This design comes from an exercise in tuning for small area on the open sky130 flow, not from production work.
The RTL was checked by simulation tests, not by an equivalence proof against the original design.
Power is estimated from default activity; no workload was simulated.

## design/flow/design.v

```verilog
module Convolution_pipeline(
    clk,
    rst_n,
    in_valid,
    In_IFM_1,
    In_IFM_2,
    In_IFM_3,
    In_IFM_4,
    In_Weight_1,
    In_Weight_2,
    In_Weight_3,
    In_Weight_4,
    Out_OFM
    );
input clk, rst_n;
input in_valid;
input [3:0] In_IFM_1;
input [3:0] In_IFM_2;
input [3:0] In_IFM_3;
input [3:0] In_IFM_4;
input [3:0] In_Weight_1;
input [3:0] In_Weight_2;
input [3:0] In_Weight_3;
input [3:0] In_Weight_4;
output [11:0] Out_OFM;
wire pp1_00, pp1_01, pp1_02, pp1_03, pp1_10, pp1_11, pp1_12, pp1_13, pp1_20, pp1_21, pp1_22, pp1_23, pp1_30, pp1_31, pp1_32, pp1_33, pp2_00, pp2_01, pp2_02, pp2_03, pp2_10, pp2_11, pp2_12, pp2_13, pp2_20, pp2_21, pp2_22, pp2_23, pp2_30, pp2_31, pp2_32, pp2_33, pp3_00, pp3_01, pp3_02, pp3_03, pp3_10, pp3_11, pp3_12, pp3_13, pp3_20, pp3_21, pp3_22, pp3_23, pp3_30, pp3_31, pp3_32, pp3_33, pp4_00, pp4_01, pp4_02, pp4_03, pp4_10, pp4_11, pp4_12, pp4_13, pp4_20, pp4_21, pp4_22, pp4_23, pp4_30, pp4_31, pp4_32, pp4_33, fs1, fc2, fs3, fc4, fs5, fc6, fs7, fc8, fs9, fc10, fs11, fc12, fs13, fc14, fs15, fc16, fs17, fc18, fs19, fc20, fs21, fc22, fs23, fc24, fs25, fc26, fs27, fc28, fs29, fc30, fs31, fc32, fs33, fc34, fs35, fc36, fs37, fc38, fs39, fc40, fs41, fc42, fs43, fc44, fs45, fc46, fs47, fc48, fs49, fc50, fs51, fc52, fs53, fc54, fs55, fc56, fs57, fc58, fs59, fc60, fs61, fc62, fs63, fc64, fs65, fc66, fs67, fc68, fs69, fc70, fs71, fc72, fs73, fc74, fs75, fc76, fs77, fc78, fs79, fc80, fs81, fc82, fs83, fc84, fs85, fc86, fs87, fc88, fs89, fc90, fs91, fc92, fs93, fc94, fs95, fc96, fs97, fc98, fs99, fc100, fs101, fc102;
assign pp1_00 = ~(In_IFM_1[0] & In_Weight_1[0]);
assign pp1_01 = ~(In_IFM_1[0] & In_Weight_1[1]);
assign pp1_02 = ~(In_IFM_1[0] & In_Weight_1[2]);
assign pp1_03 = ~(In_IFM_1[0] & In_Weight_1[3]);
assign pp1_10 = ~(In_IFM_1[1] & In_Weight_1[0]);
assign pp1_11 = ~(In_IFM_1[1] & In_Weight_1[1]);
assign pp1_12 = ~(In_IFM_1[1] & In_Weight_1[2]);
assign pp1_13 = ~(In_IFM_1[1] & In_Weight_1[3]);
assign pp1_20 = ~(In_IFM_1[2] & In_Weight_1[0]);
assign pp1_21 = ~(In_IFM_1[2] & In_Weight_1[1]);
assign pp1_22 = ~(In_IFM_1[2] & In_Weight_1[2]);
assign pp1_23 = ~(In_IFM_1[2] & In_Weight_1[3]);
assign pp1_30 = ~(In_IFM_1[3] & In_Weight_1[0]);
assign pp1_31 = ~(In_IFM_1[3] & In_Weight_1[1]);
assign pp1_32 = ~(In_IFM_1[3] & In_Weight_1[2]);
assign pp1_33 = ~(In_IFM_1[3] & In_Weight_1[3]);
assign pp2_00 = ~(In_IFM_2[0] & In_Weight_2[0]);
assign pp2_01 = ~(In_IFM_2[0] & In_Weight_2[1]);
assign pp2_02 = ~(In_IFM_2[0] & In_Weight_2[2]);
assign pp2_03 = ~(In_IFM_2[0] & In_Weight_2[3]);
assign pp2_10 = ~(In_IFM_2[1] & In_Weight_2[0]);
assign pp2_11 = ~(In_IFM_2[1] & In_Weight_2[1]);
assign pp2_12 = ~(In_IFM_2[1] & In_Weight_2[2]);
assign pp2_13 = ~(In_IFM_2[1] & In_Weight_2[3]);
assign pp2_20 = ~(In_IFM_2[2] & In_Weight_2[0]);
assign pp2_21 = ~(In_IFM_2[2] & In_Weight_2[1]);
assign pp2_22 = ~(In_IFM_2[2] & In_Weight_2[2]);
assign pp2_23 = ~(In_IFM_2[2] & In_Weight_2[3]);
assign pp2_30 = ~(In_IFM_2[3] & In_Weight_2[0]);
assign pp2_31 = ~(In_IFM_2[3] & In_Weight_2[1]);
assign pp2_32 = ~(In_IFM_2[3] & In_Weight_2[2]);
assign pp2_33 = ~(In_IFM_2[3] & In_Weight_2[3]);
assign pp3_00 = ~(In_IFM_3[0] & In_Weight_3[0]);
assign pp3_01 = ~(In_IFM_3[0] & In_Weight_3[1]);
assign pp3_02 = ~(In_IFM_3[0] & In_Weight_3[2]);
assign pp3_03 = ~(In_IFM_3[0] & In_Weight_3[3]);
assign pp3_10 = ~(In_IFM_3[1] & In_Weight_3[0]);
assign pp3_11 = ~(In_IFM_3[1] & In_Weight_3[1]);
assign pp3_12 = ~(In_IFM_3[1] & In_Weight_3[2]);
assign pp3_13 = ~(In_IFM_3[1] & In_Weight_3[3]);
assign pp3_20 = ~(In_IFM_3[2] & In_Weight_3[0]);
assign pp3_21 = ~(In_IFM_3[2] & In_Weight_3[1]);
assign pp3_22 = ~(In_IFM_3[2] & In_Weight_3[2]);
assign pp3_23 = ~(In_IFM_3[2] & In_Weight_3[3]);
assign pp3_30 = ~(In_IFM_3[3] & In_Weight_3[0]);
assign pp3_31 = ~(In_IFM_3[3] & In_Weight_3[1]);
assign pp3_32 = ~(In_IFM_3[3] & In_Weight_3[2]);
assign pp3_33 = ~(In_IFM_3[3] & In_Weight_3[3]);
assign pp4_00 = ~(In_IFM_4[0] & In_Weight_4[0]);
assign pp4_01 = ~(In_IFM_4[0] & In_Weight_4[1]);
assign pp4_02 = ~(In_IFM_4[0] & In_Weight_4[2]);
assign pp4_03 = ~(In_IFM_4[0] & In_Weight_4[3]);
assign pp4_10 = ~(In_IFM_4[1] & In_Weight_4[0]);
assign pp4_11 = ~(In_IFM_4[1] & In_Weight_4[1]);
assign pp4_12 = ~(In_IFM_4[1] & In_Weight_4[2]);
assign pp4_13 = ~(In_IFM_4[1] & In_Weight_4[3]);
assign pp4_20 = ~(In_IFM_4[2] & In_Weight_4[0]);
assign pp4_21 = ~(In_IFM_4[2] & In_Weight_4[1]);
assign pp4_22 = ~(In_IFM_4[2] & In_Weight_4[2]);
assign pp4_23 = ~(In_IFM_4[2] & In_Weight_4[3]);
assign pp4_30 = ~(In_IFM_4[3] & In_Weight_4[0]);
assign pp4_31 = ~(In_IFM_4[3] & In_Weight_4[1]);
assign pp4_32 = ~(In_IFM_4[3] & In_Weight_4[2]);
assign pp4_33 = ~(In_IFM_4[3] & In_Weight_4[3]);
Conv_fa u_fs1 (.a(pp1_00), .b(pp2_00), .c(pp3_00), .s(fs1), .co(fc2));
Conv_fa u_fs3 (.a(pp1_01), .b(pp1_10), .c(pp2_01), .s(fs3), .co(fc4));
Conv_fa u_fs5 (.a(pp2_10), .b(pp3_01), .c(pp3_10), .s(fs5), .co(fc6));
Conv_fa u_fs7 (.a(pp1_02), .b(pp1_11), .c(pp1_20), .s(fs7), .co(fc8));
Conv_fa u_fs9 (.a(pp2_02), .b(pp2_11), .c(pp2_20), .s(fs9), .co(fc10));
Conv_fa u_fs11 (.a(pp3_02), .b(pp3_11), .c(pp3_20), .s(fs11), .co(fc12));
Conv_fa u_fs13 (.a(pp4_02), .b(pp4_11), .c(pp4_20), .s(fs13), .co(fc14));
Conv_fa u_fs15 (.a(pp1_03), .b(pp1_12), .c(pp1_21), .s(fs15), .co(fc16));
Conv_fa u_fs17 (.a(pp1_30), .b(pp2_03), .c(pp2_12), .s(fs17), .co(fc18));
Conv_fa u_fs19 (.a(pp2_21), .b(pp2_30), .c(pp3_03), .s(fs19), .co(fc20));
Conv_fa u_fs21 (.a(pp3_12), .b(pp3_21), .c(pp3_30), .s(fs21), .co(fc22));
Conv_fa u_fs23 (.a(pp4_03), .b(pp4_12), .c(pp4_21), .s(fs23), .co(fc24));
Conv_fa u_fs25 (.a(pp1_13), .b(pp1_22), .c(pp1_31), .s(fs25), .co(fc26));
Conv_fa u_fs27 (.a(pp2_13), .b(pp2_22), .c(pp2_31), .s(fs27), .co(fc28));
Conv_fa u_fs29 (.a(pp3_13), .b(pp3_22), .c(pp3_31), .s(fs29), .co(fc30));
Conv_fa u_fs31 (.a(pp4_13), .b(pp4_22), .c(pp4_31), .s(fs31), .co(fc32));
Conv_fa u_fs33 (.a(pp1_23), .b(pp1_32), .c(pp2_23), .s(fs33), .co(fc34));
Conv_fa u_fs35 (.a(pp2_32), .b(pp3_23), .c(pp3_32), .s(fs35), .co(fc36));
Conv_fa u_fs37 (.a(pp1_33), .b(pp2_33), .c(pp3_33), .s(fs37), .co(fc38));
Conv_fa u_fs39 (.a(pp4_01), .b(pp4_10), .c(fc2), .s(fs39), .co(fc40));
Conv_fa u_fs41 (.a(pp4_30), .b(fc10), .c(fc12), .s(fs41), .co(fc42));
Conv_fa u_fs43 (.a(fc16), .b(fc18), .c(fc20), .s(fs43), .co(fc44));
Conv_fa u_fs45 (.a(pp4_23), .b(pp4_32), .c(fc26), .s(fs45), .co(fc46));
Conv_fa u_fs47 (.a(fc28), .b(fc30), .c(fc32), .s(fs47), .co(fc48));
Conv_fa u_fs49 (.a(pp4_33), .b(fc34), .c(fc36), .s(fs49), .co(fc50));
Conv_fa u_fs51 (.a(fc4), .b(fc6), .c(fs11), .s(fs51), .co(fc52));
Conv_fa u_fs53 (.a(fs13), .b(fs7), .c(fs9), .s(fs53), .co(fc54));
Conv_fa u_fs55 (.a(fc14), .b(fc8), .c(fs15), .s(fs55), .co(fc56));
Conv_fa u_fs57 (.a(fs17), .b(fs19), .c(fs21), .s(fs57), .co(fc58));
Conv_fa u_fs59 (.a(fc22), .b(fc24), .c(fs25), .s(fs59), .co(fc60));
Conv_fa u_fs61 (.a(fs27), .b(fs29), .c(fs31), .s(fs61), .co(fc62));
Conv_fa u_fs63 (.a(fs33), .b(fs35), .c(fc44), .s(fs63), .co(fc64));
Conv_fa u_fs65 (.a(fs37), .b(fc46), .c(fc48), .s(fs65), .co(fc66));
Conv_fa u_fs67 (.a(fs23), .b(fc52), .c(fc54), .s(fs67), .co(fc68));
Conv_fa u_fs69 (.a(fc42), .b(fc56), .c(fc58), .s(fs69), .co(fc70));
Conv_fa u_fs71 (.a(fs3), .b(fs5), .c(fs39), .s(fs71), .co(fc72));
Conv_fa u_fs73 (.a(fc60), .b(fc62), .c(fs45), .s(fs73), .co(fc74));
Conv_fa u_fs75 (.a(fc40), .b(fs51), .c(fs53), .s(fs75), .co(fc76));
Conv_fa u_fs77 (.a(fs41), .b(fs55), .c(fs57), .s(fs77), .co(fc78));
Conv_fa u_fs79 (.a(fs43), .b(fs59), .c(fs61), .s(fs79), .co(fc80));
Conv_fa u_fs81 (.a(fc38), .b(fc50), .c(fc66), .s(fs81), .co(fc82));
Conv_fa u_fs83 (.a(fs47), .b(fc70), .c(fs63), .s(fs83), .co(fc84));
Conv_fa u_fs85 (.a(fs49), .b(fc64), .c(fc74), .s(fs85), .co(fc86));
Conv_fa u_fs87 (.a(fc68), .b(fc78), .c(fs69), .s(fs87), .co(fc88));
Conv_fa u_fs89 (.a(fc76), .b(fs67), .c(fs77), .s(fs89), .co(fc90));
Conv_fa u_fs91 (.a(r1[6]), .b(r1[7]), .c(r1[8]), .s(fs91), .co(fc92));
Conv_fa u_fs93 (.a(r1[10]), .b(r1[11]), .c(r1[12]), .s(fs93), .co(fc94));
Conv_fa u_fs95 (.a(r1[9]), .b(fc92), .c(fs93), .s(fs95), .co(fc96));
Conv_fa u_fs97 (.a(r1[13]), .b(r1[14]), .c(r1[15]), .s(fs97), .co(fc98));
Conv_fa u_fs99 (.a(fc94), .b(fs97), .c(fc96), .s(fs99), .co(fc100));
Conv_fa u_fs101 (.a(r1[16]), .b(r1[17]), .c(fc98), .s(fs101), .co(fc102));
wire [9:0] rowA = {1'b1, r1[18], fc100, fs99, fs95, fs91, r1[5], r1[3], r1[2], r1[0]};
wire [9:0] rowB = {1'b1, fc102, fs101, 1'b1, 1'b1, 1'b1, 1'b1, r1[4], 1'b1, r1[1]};
reg [18:0] r1;
reg [9:0] s2, s3;
always @(posedge clk) begin
    if (in_valid) begin
        r1[0] <= pp4_00;
        r1[1] <= fs1;
        r1[2] <= fs71;
        r1[3] <= fc72;
        r1[4] <= fs75;
        r1[5] <= fs89;
        r1[6] <= fs79;
        r1[7] <= fs87;
        r1[8] <= fc90;
        r1[9] <= fc80;
        r1[10] <= fs73;
        r1[11] <= fs83;
        r1[12] <= fc88;
        r1[13] <= fs65;
        r1[14] <= fc84;
        r1[15] <= fs85;
        r1[16] <= fs81;
        r1[17] <= fc86;
        r1[18] <= fc82;
        s2 <= ~(rowA + rowB + 10'd1);
        s3 <= s2;
    end
end
reg [1:0] cnt;
always @(posedge clk or negedge rst_n) begin
    if (!rst_n)
        cnt <= 2'b00;
    else if (in_valid)
        cnt <= {cnt[1] | cnt[0], ~cnt[1]};
end
reg [9:0] ofm;
always @(posedge clk or negedge rst_n) begin
    if (!rst_n)
        ofm <= 10'd0;
    else if (in_valid && cnt == 2'b10)
        ofm <= s3;
end
assign Out_OFM = {2'b00, ofm};
endmodule
module Conv_fa(a, b, c, s, co);
input a, b, c;
output s, co;
assign s = a ^ b ^ c;
assign co = (a & b) | (c & (a ^ b));
endmodule
```

## design/flow/config.mk

```make
export PLATFORM = sky130hd
export DESIGN_NAME = Convolution_pipeline
export DESIGN_NICKNAME = Convolution_pipeline
export VERILOG_FILES = /design/flow/design.v
export SDC_FILE = /design/flow/constraint.sdc
export NUM_CORES = 4
export LEC_CHECK = 0
export CAP_MARGIN = 20
export CORE_MARGIN = 2
export CORE_UTILIZATION = 60
export GPL_TIMING_DRIVEN = 0
export PLACE_DENSITY = 0.7
export SLEW_MARGIN = 20
export SYNTH_HIERARCHICAL = 1
export SYNTH_MINIMUM_KEEP_SIZE = 0
```

## design/flow/standard.sh

```bash
#!/bin/bash
# synth_recipe.tcl (not shown) runs the flow's synth.tcl, then flattens the netlist and writes it again
# the make line also repeats each setting of config.mk as NAME=value (left out here)
make -C /OpenROAD-flow-scripts/flow DESIGN_CONFIG=/design/flow/config.mk WORK_HOME=/design/flow/orfs CLKGATE_MAP_FILE= SYNTH_SCRIPT=/design/flow/synth_recipe.tcl "${@:-finish}"
```

## design/flow/flow/run.sh

```bash
#!/bin/bash
# The standard layout (the standard.sh), with two changes:
#  - the port buffers are buf_1 cells (the default picks a 10 um2 delay buffer)
#  - CTS inserts no dummy clock loads
export BUFFER_PORTS_ARGS="-buffer_cell sky130_fd_sc_hd__buf_1"
export CTS_ARGS="-sink_clustering_enable -repair_clock_nets -dont_use_dummy_load"
bash standard.sh > standard.log 2>&1
```

## design/flow/constraint.sdc

```tcl
create_clock -name core_clock -period 3.0 [get_ports {clk}]
set_input_delay 0.6000 -clock core_clock [delete_from_list [all_inputs] [get_ports {clk}]]
set_output_delay 0.6000 -clock core_clock [all_outputs]
set_load 0.01 [all_outputs]
```

==> impl_metrics.py, run 1 <==
metrics = {
    "setup_path": {
        "path_max_fanout": 4,
        "start_kind": "input pin",
        "worstSetupStartpoint": "In_Weight_3[2]",
        "regToRegEndpoint": "s2[7]$_DFFE_PP_",
        "endpoint_kind": "register",
        "slowest_delay_ns": 0.56,
        "critPathArrivalTime_ns": 2.84,
        "endpoint": "r1[5]$_DFFE_PP_",
        "ff2ff_setup_slack_ns": 0.41,
        "crit_required_ns": 3.03,
        "reg2regPathDepth": 5,
        "crit_top_cell": "fa_1",
        "slowest_stage": "fa_1",
        "crit_type": "input pin to register",
        "path_cells": "buf_1 > nand2_1 > fa_1 > fa_1 > fa_1 > fa_1",
        "r2r-start": "r1[10]$_DFFE_PP_",
    },
    "synth": {
        "synth_simple_gate_area_frac": 0.0943,
        "ys_seq_elements": 51,
        "synth_top_family_by_area": "adder cells",
        "yosysUniqueCellTypes": 23,
        "yosysWarnings": 7,
        "synth_xor_area_frac": 0.0197,
        "synth-compound-area-share": 0.0168,
        "yosys.area_share.adder": 0.347,
        "synth.mux.area_fraction": 0.0393,
        "avgSynthCellArea_um2": 14.6,
        "seq_area_frac_synth": 0.472,
        "netlist_area_um2": 3120,
        "synthCells": 214,
    },
    "clocking": {
        "cts_resized": 0,
        "cts_max_level": 2,
        "holdBufCountCts": 0,
        "root_buffer": "clkbuf_8",
        "insertion_delay_ns": 0.30,
        "clk_path_buf_depth": 2,
        "cts_setup_buffers": 0,
        "cts_sinks": 51,
        "path_clk_slew_ns": 0.08,
        "cts-buffers-inserted": 5,
        "cts_tree": "done",
    },
    "drt": {
        "wl_um": 5250,
        "drt-initial-drc-count": 76,
        "drcViolationCount": 0,
        "drt_first_pass_iters": 4,
        "vias": 1799,
        "viasPerCell": 5.37,
        "ant_nets": 0,
        "routedWlPerCell_um": 15.7,
    },
    "power_and_ir_drop": {
        "peakVddDrop_mv": 0.444,
        "leakage_nw": 1.22,
        "powerDensity_nw_per_um2": 733,
    },
    "place": {
        "pre_cts_ws_ns": -0.114,
        "port_buffers": 44,
        "placed_cells": 330,
        "place.gp.congestion": 0.897,
        "dp_hpwl_um": 4530,
    },
    "grt": {
        "grt_remaining_overflow": 0,
        "grt_pass1_vias": 1986,
        "antenna_found_initial": 0,
        "grt_first_pass_wirelength_um": 9090,
        "grt_max_degree": 23,
        "grt_usage": 0.209,
    },
    "die": {
        "ios": 47,
        "die_x_um": 76.1,
        "core_um2": 5070,
        "start_util": 0.615,
        "die_area_um2": 5790,
        "die_height_um": 76.1,
        "rows": 26,
    },
    "sta": {
        "maxSlewHeadroom": 0.592,
        "finalSetupViolCount": 0,
        "setup_ws_ns": 0.188,
        "rsz0062_at_grt": "false",
        "max_freq_mhz": 356,
        "maxSlewViolCount": 0,
        "tightest_slew_ns": 0.612,
        "fin_crit_sh": 0.937,
        "final-hold-violation-count": 0,
        "min_period_ns": 2.81,
        "skew_ns": 0.0135,
        "finalSetupTns_ns": 0,
    },
    "cells_and_area": {
        "n_fill_cell": 387,
        "insertedDiodeCount": 0,
        "finalNetCount": 358,
        "syn_to_final_growth_pct": 11.4,
        "final_cells": 335,
        "drive_gt1_frac": 0.0755,
    },
    "run": {
        "cap_violations": 0,
    },
    "outcome": {
        "outcome": "complete, no violations",
    },
    "hold_path": {
        "holdCritPathClass": "input pin to async pin",
    },
}
per-layer routing:
metal  up-vias  part of all wire  track usage
met5         -                 0            0
met4         0             0.021       0.0727
met3        10             0.056       0.0367
met2        72              0.57        0.406
met1       907              0.35        0.228
li1        810                 -            -
area by class of cell:
type	count	area (um2)	area share
buffer	2	15.0	0.00432
clock buffer	5	68.8	0.0198
inverter	4	15.0	0.00432
multi-input combinational	158	1620	0.467
sequential	51	1470	0.424
tap	70	87.6	0.0252
timing repair buffer	45	194	0.0558
registers in the layout, summed over array words and instances, names as in the netlist:
name and flops:
s2 10, ofm 10, s3 10, r1 19, cnt 2
through the flow:
stage	total power, W	utilization	hold WS, ns	instance area [um2]
floorplan	0.00197	-	0.304	3120
global placement	0.00218	0.665	0.400	3380
detailed placement	0.00225	0.671	0.406	3400
CTS	0.00258	0.684	0.303	3470
global route	0.00276	0.684	0.341	3470
finish	0.00255	0.684	0.281	3470
kinds of logic (layout without fill, tap and decap cells):
logic type / count (synthesis) / in the layout
buf+inv: 6 / 56
simple gates: 75 / 75
xor+xnor: 7 / 7
flops: 51 / 51
fa+ha+maj: 56 / 56
compound gates: 7 / 7
other cells: 1 / 2
mux: 11 / 11
report_power, final:
group / total (W) / internal, W / switching [W]
Sequential: 0.00120 / 0.00111 / 0.0000892
Clock: 0.000335 / 0.000150 / 0.000185
Combinational: 0.00101 / 0.000482 / 0.000530
Total: 0.00255 / 0.00174 / 0.000804
cells in the final DEF (no fill, tap or decap):
| cell type | synthesis | final |
|---|---|---|
| dfrtp_1 | 12 | 12 |
| o21a_1 | 1 | 1 |
| nand2_1 | 67 | 67 |
| inv_1 | 4 | 4 |
| xnor2_1 | 3 | 3 |
| clkbuf_8 | 0 | 5 |
| fa_1 | 51 | 51 |
| nand2b_1 | 2 | 2 |
| a211oi_2 | 1 | 1 |
| buf_2 | 0 | 1 |
| edfxtp_1 | 39 | 39 |
| a2111oi_0 | 1 | 1 |
| buf_1 | 0 | 43 |
| a21o_1 | 1 | 1 |
| xor2_1 | 4 | 4 |
| buf_16 | 0 | 1 |
| a31oi_1 | 1 | 1 |
| nor4_1 | 1 | 1 |
| buf_4 | 2 | 2 |
| nor2_1 | 3 | 3 |
| or4_1 | 1 | 1 |
| ha_1 | 5 | 5 |
| nand3_1 | 1 | 1 |
| conb_1 | 1 | 2 |
| mux2i_1 | 1 | 1 |
| a21oi_1 | 2 | 2 |
| mux2_2 | 10 | 10 |
modules after synthesis (local to each module, per instance):
module	flip-flops and latches	cells	times used	area [um2]
Conv_fa	0	1	51	20.0
Convolution_pipeline	51	163	1	2100
Yosys cell counts:
cell type / n / area, um2
nand2_1: 67 / 251
fa_1: 51 / 1020
edfxtp_1: 39 / 1170
dfrtp_1: 12 / 300
mux2_2: 10 / 113
ha_1: 5 / 62.6
inv_1: 4 / 15.0
xor2_1: 4 / 35.0
nor2_1: 3 / 11.3
xnor2_1: 3 / 26.3
a21oi_1: 2 / 10.0
buf_4: 2 / 15.0
nand2b_1: 2 / 12.5
a2111oi_0: 1 / 8.76
a211oi_2: 1 / 12.5
a21o_1: 1 / 7.51
a31oi_1: 1 / 6.26
conb_1: 1 / 3.75
mux2i_1: 1 / 10.0
nand3_1: 1 / 5.00
nor4_1: 1 / 6.26
o21a_1: 1 / 7.51
or4_1: 1 / 7.51
worst min-delay path by stage:
stage	startpoint	to	slack [ns]	cells after the start
floorplan	rst_n	cnt[0]$_DFFE_PN0P_	0.30	0
global placement	s2[0]$_DFFE_PP_	s3[0]$_DFFE_PP_	0.40	0
global route	rst_n	ofm[3]$_DFFE_PN0P_	0.34	1
CTS	rst_n	ofm[2]$_DFFE_PN0P_	0.30	1
finish	rst_n	ofm[6]$_DFFE_PN0P_	0.28	1
detailed placement	s2[8]$_DFFE_PP_	s3[8]$_DFFE_PP_	0.41	0
critical path, delay by kind of cell:
family                     cells  cell delay, ns
buffers and inverters          1            0.19
and+or+nand+nor                1            0.11
adders and majority gates      4            1.94
==> inputs of run 2 (changes only) <==
--- a/design/flow/design.v
+++ b/design/flow/design.v
@@ -24,5 +24,5 @@
 input [3:0] In_Weight_4;
 output [11:0] Out_OFM;
-wire pp1_00, pp1_01, pp1_02, pp1_03, pp1_10, pp1_11, pp1_12, pp1_13, pp1_20, pp1_21, pp1_22, pp1_23, pp1_30, pp1_31, pp1_32, pp1_33, pp2_00, pp2_01, pp2_02, pp2_03, pp2_10, pp2_11, pp2_12, pp2_13, pp2_20, pp2_21, pp2_22, pp2_23, pp2_30, pp2_31, pp2_32, pp2_33, pp3_00, pp3_01, pp3_02, pp3_03, pp3_10, pp3_11, pp3_12, pp3_13, pp3_20, pp3_21, pp3_22, pp3_23, pp3_30, pp3_31, pp3_32, pp3_33, pp4_00, pp4_01, pp4_02, pp4_03, pp4_10, pp4_11, pp4_12, pp4_13, pp4_20, pp4_21, pp4_22, pp4_23, pp4_30, pp4_31, pp4_32, pp4_33, fs1, fc2, fs3, fc4, fs5, fc6, fs7, fc8, fs9, fc10, fs11, fc12, fs13, fc14, fs15, fc16, fs17, fc18, fs19, fc20, fs21, fc22, fs23, fc24, fs25, fc26, fs27, fc28, fs29, fc30, fs31, fc32, fs33, fc34, fs35, fc36, fs37, fc38, fs39, fc40, fs41, fc42, fs43, fc44, fs45, fc46, fs47, fc48, fs49, fc50, fs51, fc52, fs53, fc54, fs55, fc56, fs57, fc58, fs59, fc60, fs61, fc62, fs63, fc64, fs65, fc66, fs67, fc68, fs69, fc70, fs71, fc72, fs73, fc74, fs75, fc76, fs77, fc78, fs79, fc80, fs81, fc82, fs83, fc84, fs85, fc86, fs87, fc88, fs89, fc90, fs91, fc92, fs93, fc94, fs95, fc96, fs97, fc98, fs99, fc100, fs101, fc102;
+wire pp1_00, pp1_01, pp1_02, pp1_03, pp1_10, pp1_11, pp1_12, pp1_13, pp1_20, pp1_21, pp1_22, pp1_23, pp1_30, pp1_31, pp1_32, pp1_33, pp2_00, pp2_01, pp2_02, pp2_03, pp2_10, pp2_11, pp2_12, pp2_13, pp2_20, pp2_21, pp2_22, pp2_23, pp2_30, pp2_31, pp2_32, pp2_33, pp3_00, pp3_01, pp3_02, pp3_03, pp3_10, pp3_11, pp3_12, pp3_13, pp3_20, pp3_21, pp3_22, pp3_23, pp3_30, pp3_31, pp3_32, pp3_33, pp4_00, pp4_01, pp4_02, pp4_03, pp4_10, pp4_11, pp4_12, pp4_13, pp4_20, pp4_21, pp4_22, pp4_23, pp4_30, pp4_31, pp4_32, pp4_33, fs1, fc2, fs3, fc4, fs5, fc6, fs7, fc8, fs9, fc10, fs11, fc12, fs13, fc14, fs15, fc16, fs17, fc18, fs19, fc20, fs21, fc22, fs23, fc24, fs25, fc26, fs27, fc28, fs29, fc30, fs31, fc32, fs33, fc34, fs35, fc36, fs37, fc38, fs39, fc40, fs41, fc42, fs43, fc44, fs45, fc46, fs47, fc48, fs49, fc50, fs51, fc52, fs53, fc54, fs55, fc56, fs57, fc58, fs59, fc60, fs61, fc62, fs63, fc64, fs65, fc66, fs67, fc68, fs69, fc70, fs71, fc72, fs73, fc74, fs75, fc76, fs77, fc78, fs79, fc80, fs81, fc82, fs83, fc84, fs85, fc86, fs87, fc88, fs89, fc90, fs91, fc92, fs93, fc94, fs95, fc96, fs97, fc98, fs99, fc100, fs101, fc102, x103, cn104, x105, cn106, x107, x108, cn109, x110, cn111, x112, cn113, x114, cn115, x116, cn117, x118, x119, cn120, x121, x122, cn123;
 assign pp1_00 = ~(In_IFM_1[0] & In_Weight_1[0]);
 assign pp1_01 = ~(In_IFM_1[0] & In_Weight_1[1]);
@@ -140,6 +140,25 @@
 Conv_fa u_fs99 (.a(fc94), .b(fs97), .c(fc96), .s(fs99), .co(fc100));
 Conv_fa u_fs101 (.a(r1[16]), .b(r1[17]), .c(fc98), .s(fs101), .co(fc102));
-wire [9:0] rowA = {1'b1, r1[18], fc100, fs99, fs95, fs91, r1[5], r1[3], r1[2], r1[0]};
-wire [9:0] rowB = {1'b1, fc102, fs101, 1'b1, 1'b1, 1'b1, 1'b1, r1[4], 1'b1, r1[1]};
+Conv_xor u_x103 (.a(r1[0]), .b(r1[1]), .y(x103));
+assign cn104 = r1[0] | r1[1];
+Conv_xor u_x105 (.a(r1[2]), .b(cn104), .y(x105));
+assign cn106 = r1[2] | cn104;
+Conv_xor u_x107 (.a(r1[3]), .b(r1[4]), .y(x107));
+Conv_xor u_x108 (.a(x107), .b(cn106), .y(x108));
+assign cn109 = x107 ? cn106 : r1[3];
+Conv_xor u_x110 (.a(r1[5]), .b(cn109), .y(x110));
+assign cn111 = r1[5] | cn109;
+Conv_xor u_x112 (.a(fs91), .b(cn111), .y(x112));
+assign cn113 = fs91 | cn111;
+Conv_xor u_x114 (.a(fs95), .b(cn113), .y(x114));
+assign cn115 = fs95 | cn113;
+Conv_xor u_x116 (.a(fs99), .b(cn115), .y(x116));
+assign cn117 = fs99 | cn115;
+Conv_xor u_x118 (.a(fc100), .b(fs101), .y(x118));
+Conv_xor u_x119 (.a(x118), .b(cn117), .y(x119));
+assign cn120 = x118 ? cn117 : fc100;
+Conv_xor u_x121 (.a(r1[18]), .b(fc102), .y(x121));
+Conv_xor u_x122 (.a(x121), .b(cn120), .y(x122));
+assign cn123 = x121 ? cn120 : r1[18];
 reg [18:0] r1;
 reg [9:0] s2, s3;
@@ -165,5 +184,5 @@
         r1[17] <= fc86;
         r1[18] <= fc82;
-        s2 <= ~(rowA + rowB + 10'd1);
+        s2 <= {cn123, x122, x119, x116, x114, x112, x110, x108, x105, x103};
         s3 <= s2;
     end
@@ -181,5 +200,5 @@
         ofm <= 10'd0;
     else if (in_valid && cnt == 2'b10)
-        ofm <= s3;
+        ofm <= {~s3[9], ~s3[8], ~s3[7], s3[6], s3[5], s3[4], s3[3], ~s3[2], s3[1], s3[0]};
 end
 assign Out_OFM = {2'b00, ofm};
@@ -191,2 +210,7 @@
 assign co = (a & b) | (c & (a ^ b));
 endmodule
+module Conv_xor(a, b, y);
+input a, b;
+output y;
+assign y = a ^ b;
+endmodule
==> run 2 against run 1 <==
Combinational power is 9% lower. Sequential share of layout area is 0.37 points higher. Global-route usage is 0.16 points lower. Clock-buffer cell count stayed put. Core utilization is 0.15 points lower. Maximum frequency is 0.56% lower. Cell count is 0.90% higher. Routed wire length is 6.0% lower. Design area is 0.86% lower. Largest cell class unchanged. Highest routed layer unchanged.
==> impl_metrics.py, run 2 <==
metrics = {
    "outcome": {
        "outcome": "complete, no violations",
    },
    "sta": {
        "maxSlewViolCount": 0,
        "finalSetupViolCount": 0,
        "rsz0062_at_grt": "false",
        "final-hold-violation-count": 0,
        "fin_hold_ws_ns": 0.283,
        "min_period_ns": 2.83,
        "tightest_slew_ns": 0.622,
        "max_freq_mhz": 354,
        "fin_crit_sh": 0.943,
        "skew_ns": 0.0129,
        "maxSlewHeadroom": 0.586,
        "finalSetupTns_ns": 0,
    },
    "die": {
        "start_util": 0.614,
        "ios": 47,
        "rows": 26,
        "core_um2": 5040,
        "die_height_um": 75.8,
        "die_area_um2": 5750,
        "die_x_um": 75.8,
    },
    "place": {
        "dp_hpwl_um": 4120,
        "placed_cell_area_um2": 3370,
        "port_buffers": 44,
        "place.gp.congestion": 0.889,
    },
    "drt": {
        "ant_nets": 0,
        "drt-initial-drc-count": 71,
        "wl_um": 4930,
        "vias": 1781,
        "drt_first_pass_iters": 4,
        "routedWlPerCell_um": 14.6,
        "drcViolationCount": 0,
        "viasPerCell": 5.27,
    },
    "cells_and_area": {
        "insertedDiodeCount": 0,
        "final_cell_area_um2": 3440,
        "final_common_cell": "nand2_1",
        "drive_gt1_frac": 0.0746,
        "syn_to_final_growth_pct": 11.2,
        "largest_register_ffs": 19,
        "multi_input_area_um2": 1610,
        "regArea_um2": 1470,
        "regMostFlops": "r1",
        "mostFrequentLayoutCells": "69 x nand2_1, 51 x fa_1, 43 x buf_1",
        "finalNetCount": 356,
        "n_fill_cell": 379,
    },
    "synth": {
        "netlist_area_um2": 3100,
        "yosysWarnings": 7,
        "yosys-top-cells-area": "edfxtp_1 38%, fa_1 33%, dfrtp_1 9.7%",
        "ys_seq_elements": 51,
        "synthCells": 217,
        "yosys.area.top_type_share": 0.378,
        "synthFlopType": "edfxtp_1",
        "async_flop_share": 0.235,
        "synth_most_common_cell": "nand2_1",
        "synth_enable_flop_cells": 39,
        "yosysUniqueCellTypes": 25,
        "yosysTopAreaCell": "edfxtp_1",
        "seq_area_frac_synth": 0.475,
        "avgSynthCellArea_um2": 14.3,
        "synth_common_cells": "69 x nand2_1, 51 x fa_1, 39 x edfxtp_1",
    },
    "hold_path": {
        "holdCritPathClass": "input pin to async pin",
    },
    "grt": {
        "antenna_found_initial": 0,
        "grt_max_degree": 35,
        "grt_usage": 0.207,
        "grt_remaining_overflow": 0,
        "grt_first_pass_wirelength_um": 8340,
        "grt_pass1_vias": 1838,
    },
    "clocking": {
        "clk_path_buf_depth": 2,
        "cts_sinks": 51,
        "root_buffer": "clkbuf_8",
        "path_clk_slew_ns": 0.09,
        "insertion_delay_ns": 0.30,
        "cts_setup_buffers": 0,
        "cts_tree": "done",
        "cts_max_level": 2,
        "cts-buffers-inserted": 5,
    },
    "setup_path": {
        "critPathArrivalTime_ns": 2.86,
        "crit_type": "input pin to register",
        "reg2regPathDepth": 7,
        "start_kind": "input pin",
        "path_max_fanout": 4,
        "endpoint_kind": "register",
        "crit_required_ns": 3.03,
    },
    "power_and_ir_drop": {
        "p_int_w": 0.00168,
        "p_sw_frac": 0.312,
        "powerDensity_nw_per_um2": 709,
        "peakVddDrop_mv": 0.285,
        "combPwrFrac": 0.375,
        "pwr-share-seq": 0.487,
        "power.switching_w": 0.000761,
        "leakage_nw": 1.18,
        "clkPwrFrac": 0.138,
    },
    "run": {
        "cap_violations": 0,
    },
}
[run 2: cell count changes after synthesis, sizes merged, moves of 3 or more]
cell / delta
or2: +3
inv: -3
o21ai: +5
ha: -5
xnor2: -3
xor2: +8
mux2: -4
[run 2: worst max-delay path: stages]
cell	delay (ns)
buf_1	0.22
nand2_1	0.12
fa_1	0.45
fa_1	0.52
fa_1	0.54
fa_1	0.41
[run 2: cell families after synthesis]
| group | after synthesis | synth area share |
|---|---|---|
| flip-flops | 51 | 0.475 |
| XOR/XNOR | 12 | 0.0339 |
| adder cells (fa/ha/maj) | 51 | 0.330 |
| buffers and inverters | 4 | 0.00727 |
| AND/OR/NAND/NOR | 82 | 0.112 |
| AO/OA/AOI/OAI | 9 | 0.0162 |
| multiplexers | 7 | 0.0250 |
| other | 1 | 0.00121 |
[run 2: area by class of cell]
class,instances,area share
sequential,51,0.427
multi-input combinational,163,0.467
clock buffer,5,0.0200
tap,70,0.0254
inverter,1,0.00109
buffer,3,0.00545
timing repair buffer,45,0.0541
[run 2: power groups by stage]
| stage | combinational, W | sequential (W) | clock, W |
|---|---|---|---|
| floorplan | 0.000675 | 0.00121 | 0 |
| global placement | 0.000892 | 0.00120 | 0 |
| detailed placement | 0.000932 | 0.00121 | 0 |
| CTS | 0.000933 | 0.00119 | 0.000353 |
| global route | 0.00109 | 0.00122 | 0.000376 |
| finish | 0.000915 | 0.00119 | 0.000336 |
[run 2: layer usage]
layer / track usage / part of all wire / routed length, um / up-vias
met2: 0.370 / 0.53 / 2610 / 67
met5: 0 / 0 / 0 / -
met3: 0.0450 / 0.055 / 272 / 11
met1: 0.236 / 0.39 / 1920 / 890
li1: - / - / - / 813
met4: 0.101 / 0.026 / 126 / 0
[run 2: stage by stage]
stage	util	power [W]	worst slack, ns	instances
finish	0.683	0.00244	0.172	338
CTS	0.683	0.00248	0.0157	338
global route	0.683	0.00268	0.000542	338
floorplan	-	0.00189	0.182	218
detailed placement	0.669	0.00214	-0.103	333
global placement	0.665	0.00209	-0.418	332
[run 2: worst paths after layout]
path / to / from / slack, ns
worst min-delay path: ofm[5]$_DFFE_PN0P_ / rst_n / 0.28
worst max register to register: s2[8]$_DFFE_PP_ / r1[6]$_DFFE_PP_ / 0.18
worst min register to register: s3[2]$_DFFE_PP_ / s2[2]$_DFFE_PP_ / 0.42
min in group core_clock: s3[2]$_DFFE_PP_ / s2[2]$_DFFE_PP_ / 0.42
max in group asynchronous: ofm[4]$_DFFE_PN0P_ / rst_n / 2.31
worst max-delay path: r1[5]$_DFFE_PP_ / In_Weight_4[2] / 0.17
[run 2: modules after synthesis, one instance, submodules excluded]
module	cell area [um2]	flip-flops and latches	cells inside
Convolution_pipeline	1970	51	154
Conv_fa	20.0	0	1
Conv_xor	8.76	0	1
[run 2: timing repair]
| item | in CTS | in global routing |
|---|---|---|
| gates resized for setup | 0 | 1 |
| endpoints found under the setup margin | 0 | 2 |
| hold buffers | 0 | 0 |
==> inputs of run 3 (changes only) <==
--- a/design/flow/config.mk
+++ b/design/flow/config.mk
@@ -8,7 +8,7 @@
 export CAP_MARGIN = 20
 export CORE_MARGIN = 2
-export CORE_UTILIZATION = 60
+export CORE_UTILIZATION = 70
 export GPL_TIMING_DRIVEN = 0
-export PLACE_DENSITY = 0.7
+export PLACE_DENSITY = 0.8
 export SLEW_MARGIN = 20
 export SYNTH_HIERARCHICAL = 1
==> run 3 against run 2 <==
Still clean on timing, DRC and antenna. Non-clock buffer count is the same. First-iteration DRC count increased by 27%. Clock skew increased by 0.0058 ns. Combinational power grew 4.3%. Critical path type unchanged. Critical endpoint unchanged. Largest cell class unchanged.
==> impl_metrics.py, run 3 <==
metrics = {
    "synth": {
        "ys_seq_elements": 51,
        "avgSynthCellArea_um2": 14.3,
        "async_flop_share": 0.235,
        "yosysTopAreaCell": "edfxtp_1",
        "yosysUniqueCellTypes": 25,
        "synth_most_common_cell": "nand2_1",
        "yosys.area.top_type_share": 0.378,
        "yosys-top-cells-area": "edfxtp_1 38%, fa_1 33%, dfrtp_1 9.7%",
        "synthFlopType": "edfxtp_1",
        "synthCells": 217,
        "yosysWarnings": 7,
        "seq_area_frac_synth": 0.475,
        "synth_enable_flop_cells": 39,
        "synth_common_cells": "69 x nand2_1, 51 x fa_1, 39 x edfxtp_1",
        "netlist_area_um2": 3100,
    },
    "place": {
        "place.gp.congestion": 0.914,
        "placed_cells": 315,
        "dp_hpwl_um": 4420,
        "port_buffers": 44,
        "pre_cts_ws_ns": -0.154,
        "placed_cell_area_um2": 3360,
    },
    "grt": {
        "met3_usage": 0.0346,
        "grt_first_pass_wirelength_um": 8890,
        "met1_usage": 0.293,
        "grt-busiest-layer": "met2",
        "grt_usage": 0.241,
        "met2_usage": 0.431,
        "grt_pass1_vias": 1975,
        "grt_max_degree": 27,
        "antenna_found_initial": 0,
        "grt_remaining_overflow": 0,
    },
    "setup_path": {
        "slowest_stage": "fa_1",
        "regToRegEndpoint": "s2[8]$_DFFE_PP_",
        "critPathArrivalTime_ns": 2.86,
        "path_buf_inv": 1,
        "cp.depth": 6,
        "crit_top_cell": "fa_1",
        "crit_required_ns": 3.03,
        "endpoint": "r1[5]$_DFFE_PP_",
        "slowest_delay_ns": 0.54,
        "path_max_fanout": 4,
        "endpoint_kind": "register",
        "reg2regPathDepth": 7,
        "crit_type": "input pin to register",
        "path_cells": "buf_1 > nand2_1 > fa_1 > fa_1 > fa_1 > fa_1",
        "r2r-start": "r1[10]$_DFFE_PP_",
        "worstSetupStartpoint": "In_IFM_4[0]",
        "ff2ff_setup_slack_ns": 0.20,
        "start_kind": "input pin",
        "cp_top_family": "adder cells",
    },
    "cells_and_area": {
        "drive_gt1_frac": 0.0784,
        "finalNetCount": 356,
        "final_cells": 320,
        "final_common_cell": "nand2_1",
        "multi_input_area_um2": 1610,
        "insertedDiodeCount": 0,
        "regMostFlops": "r1",
        "final_cell_area_um2": 3430,
        "largest_register_ffs": 19,
        "regArea_um2": 1470,
        "mostFrequentLayoutCells": "69 x nand2_1, 51 x fa_1, 43 x buf_1",
        "n_fill_cell": 262,
        "syn_to_final_growth_pct": 10.8,
    },
    "die": {
        "start_util": 0.721,
        "rows": 24,
        "die_area_um2": 4970,
        "die_height_um": 70.5,
        "ios": 47,
        "die_x_um": 70.5,
        "core_um2": 4290,
    },
    "drt": {
        "drcViolationCount": 0,
        "vias": 1795,
        "ant_nets": 0,
        "viasPerCell": 5.61,
        "wl_um": 5220,
        "routedWlPerCell_um": 16.3,
        "drt_first_pass_iters": 5,
        "drt-initial-drc-count": 90,
    },
    "power_and_ir_drop": {
        "powerDensity_nw_per_um2": 728,
        "peakVddDrop_mv": 0.303,
        "leakage_nw": 1.19,
    },
    "hold_path": {
        "holdCritPathClass": "input pin to async pin",
    },
    "run": {
        "cap_violations": 0,
    },
    "clocking": {
        "path_clk_slew_ns": 0.08,
        "cts_max_level": 2,
        "cts_sinks": 51,
        "cts-buffers-inserted": 5,
        "cts_setup_buffers": 0,
        "holdBufCountCts": 0,
        "cts_tree": "done",
        "cts_resized": 0,
        "insertion_delay_ns": 0.30,
        "root_buffer": "clkbuf_8",
        "clk_path_buf_depth": 2,
    },
    "sta": {
        "max_freq_mhz": 353,
        "maxSlewHeadroom": 0.577,
        "final-hold-violation-count": 0,
        "fin_crit_sh": 0.944,
        "rsz0062_at_grt": "false",
        "min_period_ns": 2.83,
        "tightest_slew_ns": 0.634,
        "maxSlewViolCount": 0,
        "skew_ns": 0.0187,
        "setup_ws_ns": 0.169,
        "finalSetupViolCount": 0,
    },
    "outcome": {
        "outcome": "complete, no violations",
    },
}
-- run 3: metrics by stage --
stage,utilization,hold WS (ns),TNS [ns],power [W]
after floorplan,-,0.304,0,0.00189
after global placement,0.776,0.400,-2.68,0.00209
after detailed placement,0.782,0.405,-0.456,0.00218
after CTS,0.798,0.303,0,0.00252
after global routing,0.799,0.320,0,0.00269
final,0.799,0.288,0,0.00250
-- run 3: routing by layer --
layer	part of all wire	wire [um]
met3	0.040	207
met5	0	0
met2	0.55	2880
met4	0.027	140
met1	0.38	1990
-- run 3: cell families after synthesis --
logic type      share of synthesized area
compound gates                     0.0162
xor+xnor                           0.0339
fa+ha+maj                           0.330
buf+inv                           0.00727
flops                               0.475
mux                                0.0250
other cells                       0.00121
simple gates                        0.112
-- run 3: worst min-delay path by stage --
stage | slack, ns | cells past startpoint | startpoint | to
2_1_floorplan | 0.30 | 0 | rst_n | cnt[0]$_DFFE_PN0P_
4_1_cts | 0.30 | 1 | rst_n | ofm[4]$_DFFE_PN0P_
3_3_place_gp | 0.40 | 0 | s2[1]$_DFFE_PP_ | s3[1]$_DFFE_PP_
6_report | 0.29 | 1 | rst_n | ofm[4]$_DFFE_PN0P_
3_5_place_dp | 0.41 | 0 | s2[5]$_DFFE_PP_ | s3[5]$_DFFE_PP_
5_1_grt | 0.32 | 1 | rst_n | ofm[4]$_DFFE_PN0P_
-- run 3: power by group --
part | switching [W] | internal (W)
Sequential | 0.0000965 | 0.00110
Combinational | 0.000515 | 0.000438
Clock | 0.000195 | 0.000151
-- run 3: per-module statistics from Yosys, one instance, submodules excluded --
| module | times used | cell area [um2] |
|---|---|---|
| Conv_fa | 51 | 20.0 |
| Convolution_pipeline | 1 | 1970 |
| Conv_xor | 12 | 8.76 |
-- run 3: area by class of cell --
type                            count  share of cell area
Clock buffer                        5              0.0201
Tap cell                           52              0.0190
Sequential cell                    51               0.429
Multi-Input combinational cell    163               0.469
Buffer                              3             0.00547
Inverter                            1             0.00109
Timing Repair Buffer               45              0.0565
==> inputs of run 4 (changes only) <==
--- a/design/flow/config.mk
+++ b/design/flow/config.mk
@@ -6,10 +6,11 @@
 export NUM_CORES = 4
 export LEC_CHECK = 0
-export CAP_MARGIN = 20
+export CAP_MARGIN = 0
 export CORE_MARGIN = 2
-export CORE_UTILIZATION = 70
+export CORE_UTILIZATION = 60
+export GPL_ROUTABILITY_DRIVEN = 0
 export GPL_TIMING_DRIVEN = 0
-export PLACE_DENSITY = 0.8
-export SLEW_MARGIN = 20
+export PLACE_DENSITY = 0.7
+export SLEW_MARGIN = 0
 export SYNTH_HIERARCHICAL = 1
 export SYNTH_MINIMUM_KEEP_SIZE = 0
==> run 4 against run 3 <==
Worst hold slack worse by 0.0087 ns. Combinational power down 3.7%. Core utilization down 12 points. First-iteration DRC count up 13%. Flip-flop and latch count unchanged. Power down 2.2%. Clock-buffer cell count unchanged. Routed wire length down 8.9%. Synthesized cell count unchanged. Sequential share of layout area up 0.063 points. Critical path type unchanged.
==> impl_metrics.py, run 4 <==
metrics = {
    "outcome": {
        "outcome": "complete, no violations",
    },
    "drt": {
        "drt-initial-drc-count": 102,
        "ant_nets": 0,
        "drcViolationCount": 0,
        "wl_met3_um": 190,
        "wl_um": 4750,
        "routedWlPerCell_um": 14.1,
        "met2WireLength_um": 2710,
        "viasPerCell": 5.08,
        "topRoutingLayerUsed": "met4",
        "met1Wirelength_um": 1830,
        "vias": 1711,
        "drt_first_pass_iters": 4,
    },
    "cells_and_area": {
        "largest_register_ffs": 19,
        "mostFrequentLayoutCells": "69 x nand2_1, 51 x fa_1, 43 x buf_1",
        "regMostFlops": "r1",
        "regArea_um2": 1470,
        "final_common_cell": "nand2_1",
        "drive_gt1_frac": 0.0749,
        "syn_to_final_growth_pct": 10.7,
        "utilization": 0.680,
        "finalNetCount": 355,
        "n_fill_cell": 376,
        "insertedDiodeCount": 0,
        "final_cells": 337,
        "multi_input_area_um2": 1610,
    },
    "grt": {
        "antenna_found_initial": 0,
        "grt_remaining_overflow": 0,
        "grt_first_pass_wirelength_um": 7730,
        "grt_pass1_vias": 1738,
        "grt_max_degree": 44,
        "grt_usage": 0.189,
    },
    "sta": {
        "maxSlewHeadroom": 0.410,
        "skew_ns": 0.0230,
        "final-hold-violation-count": 0,
        "min_period_ns": 2.82,
        "rsz0062_at_grt": "false",
        "setup_ws_ns": 0.182,
        "tightest_slew_ns": 0.886,
        "max_freq_mhz": 355,
        "maxSlewViolCount": 0,
        "fin_hold_ws_ns": 0.279,
        "finalSetupViolCount": 0,
        "finalSetupTns_ns": 0,
        "fin_crit_sh": 0.939,
    },
    "place": {
        "pre_cts_ws_ns": -0.108,
        "port_buffers": 44,
        "placed_cells": 332,
        "dp_hpwl_um": 3980,
    },
    "clocking": {
        "cts_max_level": 2,
        "clk_path_buf_depth": 2,
        "root_buffer": "clkbuf_8",
        "insertion_delay_ns": 0.30,
        "cts-buffers-inserted": 5,
        "cts_tree": "done",
        "path_clk_slew_ns": 0.09,
        "cts_sinks": 51,
    },
    "setup_path": {
        "endpoint": "r1[5]$_DFFE_PP_",
        "ff2ff_setup_slack_ns": 0.25,
        "worstSetupStartpoint": "In_IFM_4[1]",
        "critPathArrivalTime_ns": 2.83,
        "path_max_fanout": 4,
        "crit_type": "input pin to register",
        "r2r-start": "r1[10]$_DFFE_PP_",
        "reg2regPathDepth": 7,
        "regToRegEndpoint": "s2[8]$_DFFE_PP_",
        "crit_required_ns": 3.02,
        "start_kind": "input pin",
        "endpoint_kind": "register",
    },
    "synth": {
        "synth_most_common_cell": "nand2_1",
        "synth_common_cells": "69 x nand2_1, 51 x fa_1, 39 x edfxtp_1",
        "async_flop_share": 0.235,
        "yosys.area.top_type_share": 0.378,
        "netlist_area_um2": 3100,
        "ys_seq_elements": 51,
        "synthCells": 217,
        "synthFlopType": "edfxtp_1",
        "yosysWarnings": 7,
        "yosysTopAreaCell": "edfxtp_1",
        "yosys-top-cells-area": "edfxtp_1 38%, fa_1 33%, dfrtp_1 9.7%",
        "seq_area_frac_synth": 0.475,
        "synth_enable_flop_cells": 39,
        "avgSynthCellArea_um2": 14.3,
        "yosysUniqueCellTypes": 25,
    },
    "die": {
        "die_x_um": 75.8,
        "die_area_um2": 5750,
        "die_height_um": 75.8,
        "ios": 47,
        "rows": 26,
        "start_util": 0.614,
        "core_um2": 5040,
    },
    "hold_path": {
        "holdCritPathClass": "input pin to async pin",
    },
    "power_and_ir_drop": {
        "powerDensity_nw_per_um2": 713,
        "leakage_nw": 1.17,
        "peakVddDrop_mv": 0.300,
    },
    "run": {
        "cap_violations": 0,
    },
}
==> run 4: cell type report <==
| cell class | count | area share |
|---|---|---|
| sequential | 51 | 0.429 |
| buffer | 3 | 0.00548 |
| clock buffer | 5 | 0.0201 |
| inverter | 1 | 0.00110 |
| multi-input combinational | 163 | 0.470 |
| timing repair buffer | 44 | 0.0486 |
| tap | 70 | 0.0256 |
==> run 4: worst min path at each step <==
| stage | startpoint | end | slack, ns | depth (start not counted) |
|---|---|---|---|---|
| detailed placement | s2[1]$_DFFE_PP_ | s3[1]$_DFFE_PP_ | 0.40 | 0 |
| global placement | s2[1]$_DFFE_PP_ | s3[1]$_DFFE_PP_ | 0.40 | 0 |
| CTS | rst_n | ofm[5]$_DFFE_PN0P_ | 0.30 | 1 |
| finish | rst_n | ofm[8]$_DFFE_PN0P_ | 0.28 | 1 |
| global route | rst_n | ofm[6]$_DFFE_PN0P_ | 0.33 | 1 |
| floorplan | rst_n | cnt[0]$_DFFE_PN0P_ | 0.30 | 0 |
==> run 4: modules after synthesis, one instance, submodules excluded <==
module,copies in the design,flip-flops and latches
Convolution_pipeline,1,51
Conv_xor,12,0
Conv_fa,51,0
==> run 4: per-stage QoR <==
stage	area, um2	power (W)
after CTS	3420	0.00247
after floorplan	3100	0.00189
after global placement	3350	0.00209
after detailed placement	3350	0.00214
final	3430	0.00244
after global routing	3430	0.00267
==> run 4: cells by family (layout without fill, tap and decap cells) <==
group / count (synthesis) / count (layout) / share of synthesized area
simple gates: 82 / 82 / 0.112
flops: 51 / 51 / 0.475
buf+inv: 4 / 53 / 0.00727
xor+xnor: 12 / 12 / 0.0339
other cells: 1 / 2 / 0.00121
mux: 7 / 7 / 0.0250
fa+ha+maj: 51 / 51 / 0.330
compound gates: 9 / 9 / 0.0162
==> run 4: per-layer routing <==
metal | track usage | up-vias
li1 | - | 810
met1 | 0.216 | 852
met2 | 0.363 | 47
met3 | 0.0317 | 2
met4 | 0.0468 | 0
met5 | 0 | -
==> run 4: timing repair <==
action	in CTS	in global routing
resized for setup	0	2
setup buffers	0	0
endpoints found under the setup margin	0	2
hold buffers	0	0
==> run 4: critical path: stages <==
cell and delay (ns):
buf_1 0.20, nand2_1 0.13, fa_1 0.44, fa_1 0.52
fa_1 0.53, fa_1 0.42
==> run 4: power breakdown <==
part	internal, W	total [W]	switching [W]	leakage (nW)
Combinational	0.000428	0.000919	0.000491	0.613
Sequential	0.00110	0.00119	0.0000850	0.524
Clock	0.000151	0.000337	0.000186	0.0359
Total	0.00168	0.00244	0.000762	1.17
==> inputs of run 5 (changes only) <==
--- a/design/flow/config.mk
+++ b/design/flow/config.mk
@@ -9,5 +9,4 @@
 export CORE_MARGIN = 2
 export CORE_UTILIZATION = 60
-export GPL_ROUTABILITY_DRIVEN = 0
 export GPL_TIMING_DRIVEN = 0
 export PLACE_DENSITY = 0.7
==> run 5 against run 4 <==
Power decreased by 0.23%. Routed wire length increased by 3.2%. Critical endpoint unchanged. Sequential power about the same. Clock-buffer cell count unchanged. Area after synthesis unchanged. Die area unchanged. Via count increased by 3.0%. Design area unchanged. Combinational power decreased by 1%. Largest cell class unchanged.
==> impl_metrics.py, run 5 <==
metrics = {
    "setup_path": {
        "slowest_delay_ns": 0.54,
        "cp_top_family": "adder cells",
        "crit_top_cell": "fa_1",
        "cp.depth": 6,
        "crit_required_ns": 3.03,
        "crit_type": "input pin to register",
        "ff2ff_setup_slack_ns": 0.24,
        "regToRegEndpoint": "s2[8]$_DFFE_PP_",
        "path_buf_inv": 1,
        "r2r-start": "r1[6]$_DFFE_PP_",
        "slowest_stage": "fa_1",
        "reg2regPathDepth": 7,
        "critPathArrivalTime_ns": 2.82,
        "path_cells": "buf_1 > nand2_1 > fa_1 > fa_1 > fa_1 > fa_1",
        "path_max_fanout": 4,
        "endpoint_kind": "register",
        "start_kind": "input pin",
    },
    "die": {
        "die_x_um": 75.8,
        "die_height_um": 75.8,
        "die_area_um2": 5750,
        "core_um2": 5040,
        "rows": 26,
        "start_util": 0.614,
        "ios": 47,
    },
    "cells_and_area": {
        "final_common_cell": "nand2_1",
        "regMostFlops": "r1",
        "mostFrequentLayoutCells": "69 x nand2_1, 51 x fa_1, 43 x buf_1",
        "largest_register_ffs": 19,
        "drive_gt1_frac": 0.0749,
        "insertedDiodeCount": 0,
        "syn_to_final_growth_pct": 10.7,
        "final_cell_area_um2": 3430,
        "n_fill_cell": 372,
        "finalNetCount": 355,
    },
    "synth": {
        "avgSynthCellArea_um2": 14.3,
        "synth_common_cells": "69 x nand2_1, 51 x fa_1, 39 x edfxtp_1",
        "synthFlopType": "edfxtp_1",
        "yosys.area.top_type_share": 0.378,
        "yosysTopAreaCell": "edfxtp_1",
        "yosysWarnings": 7,
        "yosys-top-cells-area": "edfxtp_1 38%, fa_1 33%, dfrtp_1 9.7%",
        "netlist_area_um2": 3100,
        "ys_seq_elements": 51,
        "async_flop_share": 0.235,
        "yosysUniqueCellTypes": 25,
        "synth_enable_flop_cells": 39,
        "synthCells": 217,
        "synth_most_common_cell": "nand2_1",
        "seq_area_frac_synth": 0.475,
    },
    "grt": {
        "met2_usage": 0.362,
        "grt_first_pass_wirelength_um": 8210,
        "met3_usage": 0.0397,
        "grt_remaining_overflow": 0,
        "met1_usage": 0.240,
        "grt_max_degree": 44,
        "grt_usage": 0.205,
        "antenna_found_initial": 0,
        "grt-busiest-layer": "met2",
        "grt_pass1_vias": 1800,
    },
    "run": {
        "cap_violations": 0,
    },
    "drt": {
        "vias": 1763,
        "viasPerCell": 5.23,
        "ant_nets": 0,
        "drt-initial-drc-count": 92,
        "routedWlPerCell_um": 14.6,
        "drcViolationCount": 0,
        "wl_um": 4900,
        "drt_first_pass_iters": 4,
    },
    "place": {
        "port_buffers": 44,
        "dp_hpwl_um": 4040,
        "place.gp.congestion": 0.889,
        "pre_cts_ws_ns": -0.0958,
        "placed_cell_area_um2": 3350,
    },
    "sta": {
        "setup_ws_ns": 0.213,
        "final-hold-violation-count": 0,
        "skew_ns": 0.0125,
        "fin_crit_sh": 0.929,
        "maxSlewViolCount": 0,
        "finalSetupViolCount": 0,
        "finalSetupTns_ns": 0,
        "min_period_ns": 2.79,
        "max_freq_mhz": 359,
        "tightest_slew_ns": 0.899,
        "maxSlewHeadroom": 0.401,
        "rsz0062_at_grt": "false",
        "fin_hold_ws_ns": 0.281,
    },
    "hold_path": {
        "holdCritPathClass": "input pin to async pin",
    },
    "clocking": {
        "root_buffer": "clkbuf_8",
        "cts-buffers-inserted": 5,
        "holdBufCountCts": 0,
        "insertion_delay_ns": 0.30,
        "cts_tree": "done",
        "cts_max_level": 2,
        "cts_setup_buffers": 0,
        "path_clk_slew_ns": 0.09,
        "cts_sinks": 51,
        "cts_resized": 0,
        "clk_path_buf_depth": 2,
    },
    "power_and_ir_drop": {
        "leakage_nw": 1.17,
        "peakVddDrop_mv": 0.301,
        "powerDensity_nw_per_um2": 711,
    },
    "outcome": {
        "outcome": "complete, no violations",
    },
}
==> run 5: cell counts after synthesis <==
Identical to the previous run, type by type.
==> run 5: worst max path at each step <==
stage,start,slack [ns],end
after floorplan,In_IFM_1[3],0.18,r1[5]$_DFFE_PP_
after global placement,in_valid,-0.42,ofm[5]$_DFFE_PN0P_
after detailed placement,In_Weight_4[1],-0.1,r1[5]$_DFFE_PP_
after CTS,r1[6]$_DFFE_PP_,0.0007,s2[8]$_DFFE_PP_
after global routing,r1[6]$_DFFE_PP_,0.07,s2[8]$_DFFE_PP_
final,In_Weight_4[2],0.21,r1[5]$_DFFE_PP_
==> run 5: cell families after synthesis <==
family / after synthesis / share of synthesized area
AND/OR/NAND/NOR: 82 / 0.112
adder cells (fa/ha/maj): 51 / 0.330
other: 1 / 0.00121
AO/OA/AOI/OAI: 9 / 0.0162
flip-flops: 51 / 0.475
multiplexers: 7 / 0.0250
XOR/XNOR: 12 / 0.0339
buffers and inverters: 4 / 0.00727
==> run 5: power by group <==
group / internal [W] / switching (W)
logic: 0.000426 / 0.000484
registers: 0.00110 / 0.0000867
clock network: 0.000150 / 0.000187
total: 0.00168 / 0.000758
==> run 5: area by class of cell <==
class                      count  area (um2)  area share
inverter                       1        3.75     0.00110
timing repair buffer          44         166      0.0486
tap                           70        87.6      0.0256
clock buffer                   5        68.8      0.0201
buffer                         3        18.8     0.00548
multi-input combinational    163        1610       0.470
sequential                    51        1470       0.429
==> run 5: worst register-to-register path: stages (launching register included) <==
cell and delay, ns:
edfxtp_1 0.41, fa_1 0.47, fa_1 0.41, fa_1 0.48, nor4_1 0.20, a21boi_2 0.26
a21oi_1 0.11, xor2_1 0.18
==> run 5: modules after synthesis, one instance, submodules excluded <==
module	copies in the design	flip-flops and latches	cells	cell area, um2
Conv_xor	12	0	1	8.76
Convolution_pipeline	1	51	154	1970
Conv_fa	51	0	1	20.0
==> run 5: layer usage <==
metal	vias up	part of all wire
met5	-	0
met4	0	0.025
met3	11	0.045
met2	59	0.54
met1	880	0.39
li1	813	-
==> run 5: per-stage QoR <==
stage	total power [W]	cells	util
after global routing	0.00268	337	0.680
after global placement	0.00209	332	0.665
after detailed placement	0.00214	332	0.665
after floorplan	0.00189	218	-
final	0.00244	337	0.680
after CTS	0.00247	337	0.679
==> inputs of run 6 (changes only) <==
==> design/flow/flow/run.sh (replaced) <==
#!/bin/bash
# The standard layout (the standard.sh), with two changes:
#  - the port buffers are buf_1 cells (the default picks a 10 um2 delay buffer)
#  - CTS inserts no dummy clock loads
export BUFFER_PORTS_ARGS="-buffer_cell sky130_fd_sc_hd__buf_1"
export CTS_ARGS="-repair_clock_nets -dont_use_dummy_load -buf_list sky130_fd_sc_hd__clkbuf_16 -root_buf sky130_fd_sc_hd__clkbuf_16"
bash standard.sh > standard.log 2>&1
==> run 6 against run 5 <==
Register-to-register slack worse by 0.02 ns. Worst hold slack gained 0.019 ns. Area after synthesis is the same. Sequential power hardly changed. Combinational power is 0.8% higher.
==> impl_metrics.py, run 6 <==
metrics = {
    "clocking": {
        "cts_max_level": 2,
        "cts_tree": "done",
        "clk_path_buf_depth": 2,
        "cts_sinks": 51,
        "root_buffer": "clkbuf_16",
        "holdBufCountCts": 0,
        "path_clk_slew_ns": 0.06,
        "insertion_delay_ns": 0.28,
        "cts-buffers-inserted": 5,
    },
    "cells_and_area": {
        "final_common_cell": "nand2_1",
        "drive_gt1_frac": 0.0749,
        "largest_register_ffs": 19,
        "mostFrequentLayoutCells": "69 x nand2_1, 51 x fa_1, 43 x buf_1",
        "utilization": 0.691,
        "syn_to_final_growth_pct": 12.5,
        "finalNetCount": 355,
        "insertedDiodeCount": 0,
        "regMostFlops": "r1",
        "n_fill_cell": 364,
    },
    "drt": {
        "wl_um": 4970,
        "viasPerCell": 5.28,
        "vias": 1780,
        "drt_first_pass_iters": 5,
        "ant_nets": 0,
        "routedWlPerCell_um": 14.7,
        "drt-initial-drc-count": 99,
        "drcViolationCount": 0,
    },
    "synth": {
        "synth_enable_flop_cells": 39,
        "yosys.area.top_type_share": 0.378,
        "synth_common_cells": "69 x nand2_1, 51 x fa_1, 39 x edfxtp_1",
        "ys_seq_elements": 51,
        "netlist_area_um2": 3100,
        "yosysUniqueCellTypes": 25,
        "avgSynthCellArea_um2": 14.3,
        "synthFlopType": "edfxtp_1",
        "yosysWarnings": 7,
        "yosysTopAreaCell": "edfxtp_1",
        "synthCells": 217,
        "async_flop_share": 0.235,
        "seq_area_frac_synth": 0.475,
        "yosys-top-cells-area": "edfxtp_1 38%, fa_1 33%, dfrtp_1 9.7%",
        "synth_most_common_cell": "nand2_1",
    },
    "die": {
        "core_um2": 5040,
        "die_height_um": 75.8,
        "start_util": 0.614,
        "die_x_um": 75.8,
        "rows": 26,
        "ios": 47,
        "die_area_um2": 5750,
    },
    "sta": {
        "skew_ns": 0.00786,
        "max_freq_mhz": 357,
        "setup_ws_ns": 0.202,
        "rsz0062_at_grt": "false",
        "tightest_slew_ns": 0.896,
        "finalSetupViolCount": 0,
        "final-hold-violation-count": 0,
        "finalSetupTns_ns": 0,
        "fin_crit_sh": 0.933,
        "min_period_ns": 2.80,
        "maxSlewViolCount": 0,
        "maxSlewHeadroom": 0.402,
    },
    "setup_path": {
        "start_kind": "input pin",
        "crit_required_ns": 3.02,
        "slowest_stage": "fa_1",
        "path_cells": "buf_1 > nand2_1 > fa_1 > fa_1 > fa_1 > fa_1",
        "crit_type": "input pin to register",
        "path_max_fanout": 4,
        "slowest_delay_ns": 0.57,
        "critPathArrivalTime_ns": 2.82,
        "endpoint_kind": "register",
        "crit_top_cell": "fa_1",
    },
    "grt": {
        "grt_first_pass_wirelength_um": 8300,
        "antenna_found_initial": 0,
        "grt_usage": 0.207,
        "grt_pass1_vias": 1804,
        "grt_remaining_overflow": 0,
        "grt_max_degree": 44,
    },
    "power_and_ir_drop": {
        "powerDensity_nw_per_um2": 749,
        "total_power_w": 0.00261,
        "peakVddDrop_mv": 0.340,
        "leakage_nw": 1.20,
    },
    "place": {
        "place.gp.congestion": 0.889,
        "dp_hpwl_um": 4040,
        "pre_cts_ws_ns": -0.0958,
        "port_buffers": 44,
    },
    "run": {
        "cap_violations": 0,
    },
    "hold_path": {
        "holdCritPathClass": "input pin to async pin",
    },
    "outcome": {
        "outcome": "complete, no violations",
    },
}
-- run 6: per-layer routing --
metal  share of wire  track usage
met5               0            0
met4           0.028       0.0916
met3           0.040       0.0437
met2            0.53        0.363
met1            0.40        0.247
-- run 6: where the power goes --
group | leakage, nW | switching (W) | internal [W]
clock | 0.0616 | 0.000206 | 0.000294
combinational | 0.613 | 0.000491 | 0.000427
sequential | 0.524 | 0.0000877 | 0.00110
-- run 6: kinds of logic after synthesis --
family | count (synthesis) | share of synthesized area
flip-flops | 51 | 0.475
adder cells (fa/ha/maj) | 51 | 0.330
AO/OA/AOI/OAI | 9 | 0.0162
other | 1 | 0.00121
AND/OR/NAND/NOR | 82 | 0.112
multiplexers | 7 | 0.0250
buffers and inverters | 4 | 0.00727
XOR/XNOR | 12 | 0.0339
-- run 6: area by class of cell --
| class | instances | area, um2 | share of cell area |
|---|---|---|---|
| Multi-Input combinational cell | 163 | 1610 | 0.462 |
| Inverter | 1 | 3.75 | 0.00108 |
| Clock buffer | 5 | 125 | 0.0359 |
| Timing Repair Buffer | 44 | 166 | 0.0478 |
| Buffer | 3 | 18.8 | 0.00539 |
| Tap cell | 70 | 87.6 | 0.0251 |
| Sequential cell | 51 | 1470 | 0.422 |
-- run 6: timing repair --
action,4_1_cts,5_1_grt
gates resized for setup,1,1
hold endpoints to repair,0,0
endpoints found under the setup margin,1,1
setup buffers,0,0
pin swaps,0,0
-- run 6: worst paths after layout --
check / from / end / slack (ns) / depth (start not counted)
setup reg to reg: r1[6]$_DFFE_PP_ / s2[8]$_DFFE_PP_ / 0.22 / 7
min in group core_clock: s2[2]$_DFFE_PP_ / s3[2]$_DFFE_PP_ / 0.41 / 0
hold / removal: rst_n / ofm[5]$_DFFE_PN0P_ / 0.30 / 1
hold reg to reg: s2[2]$_DFFE_PP_ / s3[2]$_DFFE_PP_ / 0.41 / 0
max in group asynchronous: rst_n / ofm[3]$_DFFE_PN0P_ / 2.30 / 1
setup / recovery: In_Weight_1[0] / r1[5]$_DFFE_PP_ / 0.20 / 6
-- run 6: metrics by stage --
step / cells / cell area, um2 / hold WS, ns
CTS: 337 / 3480 / 0.319
floorplan: 218 / 3100 / 0.304
global placement: 332 / 3350 / 0.401
finish: 337 / 3480 / 0.300
global route: 337 / 3480 / 0.348
detailed placement: 332 / 3350 / 0.406
-- run 6: per-module statistics from Yosys, one instance, submodules excluded --
module | area [um2] | cells inside | flip-flops and latches
Conv_xor | 8.76 | 1 | 0
Convolution_pipeline | 1970 | 154 | 51
Conv_fa | 20.0 | 1 | 0
-- run 6: critical path, delay by kind of cell --
family / cells / cell delay (ns)
simple gates: 1 / 0.10
buf+inv: 1 / 0.16
fa+ha+maj: 4 / 1.96

[what the ideal ports hide]
How much do the figures lean on ideal ports? The routed layouts below were timed once more, with nothing changed but the port constraints.
Step 1, drivers: a clkbuf_16 drives clk and a buf_2 each remaining input, both assumed.
Step 2 also shifts input and output timing later by t, the mid clock arrival at the registers, as if the neighbouring blocks saw the same clock.
Three values: ideal, step 1, step 2; two values: the first two.
run	t (ns)	setup WS [ns]	worst setup path at the end	clock arrival spread, ns	worst slew at a driven data input, ns
run 1	0.316	0.188 / 0.194 / -0.122	input to register	0.013 / 0.014	0.03
run 2	0.317	0.172 / 0.176 / -0.141	input to register	0.013 / 0.014	0.03
run 3	0.316	0.169 / 0.171 / -0.145	input to register	0.020 / 0.019	0.03
run 4	0.309	0.182 / 0.179 / -0.130	input to register	0.023 / 0.023	0.04
run 5	0.317	0.213 / 0.209 / -0.107	input to register	0.012 / 0.013	0.03
run 6	0.309	0.202 / 0.205 / -0.104	input to register	0.008 / 0.008	0.03
With both steps, setup timing fails in every run listed, where it was met with ideal ports. For run 5, which loses most, drivers alone change the setup slack by -0.004 ns; drivers and shift together by -0.320 ns.
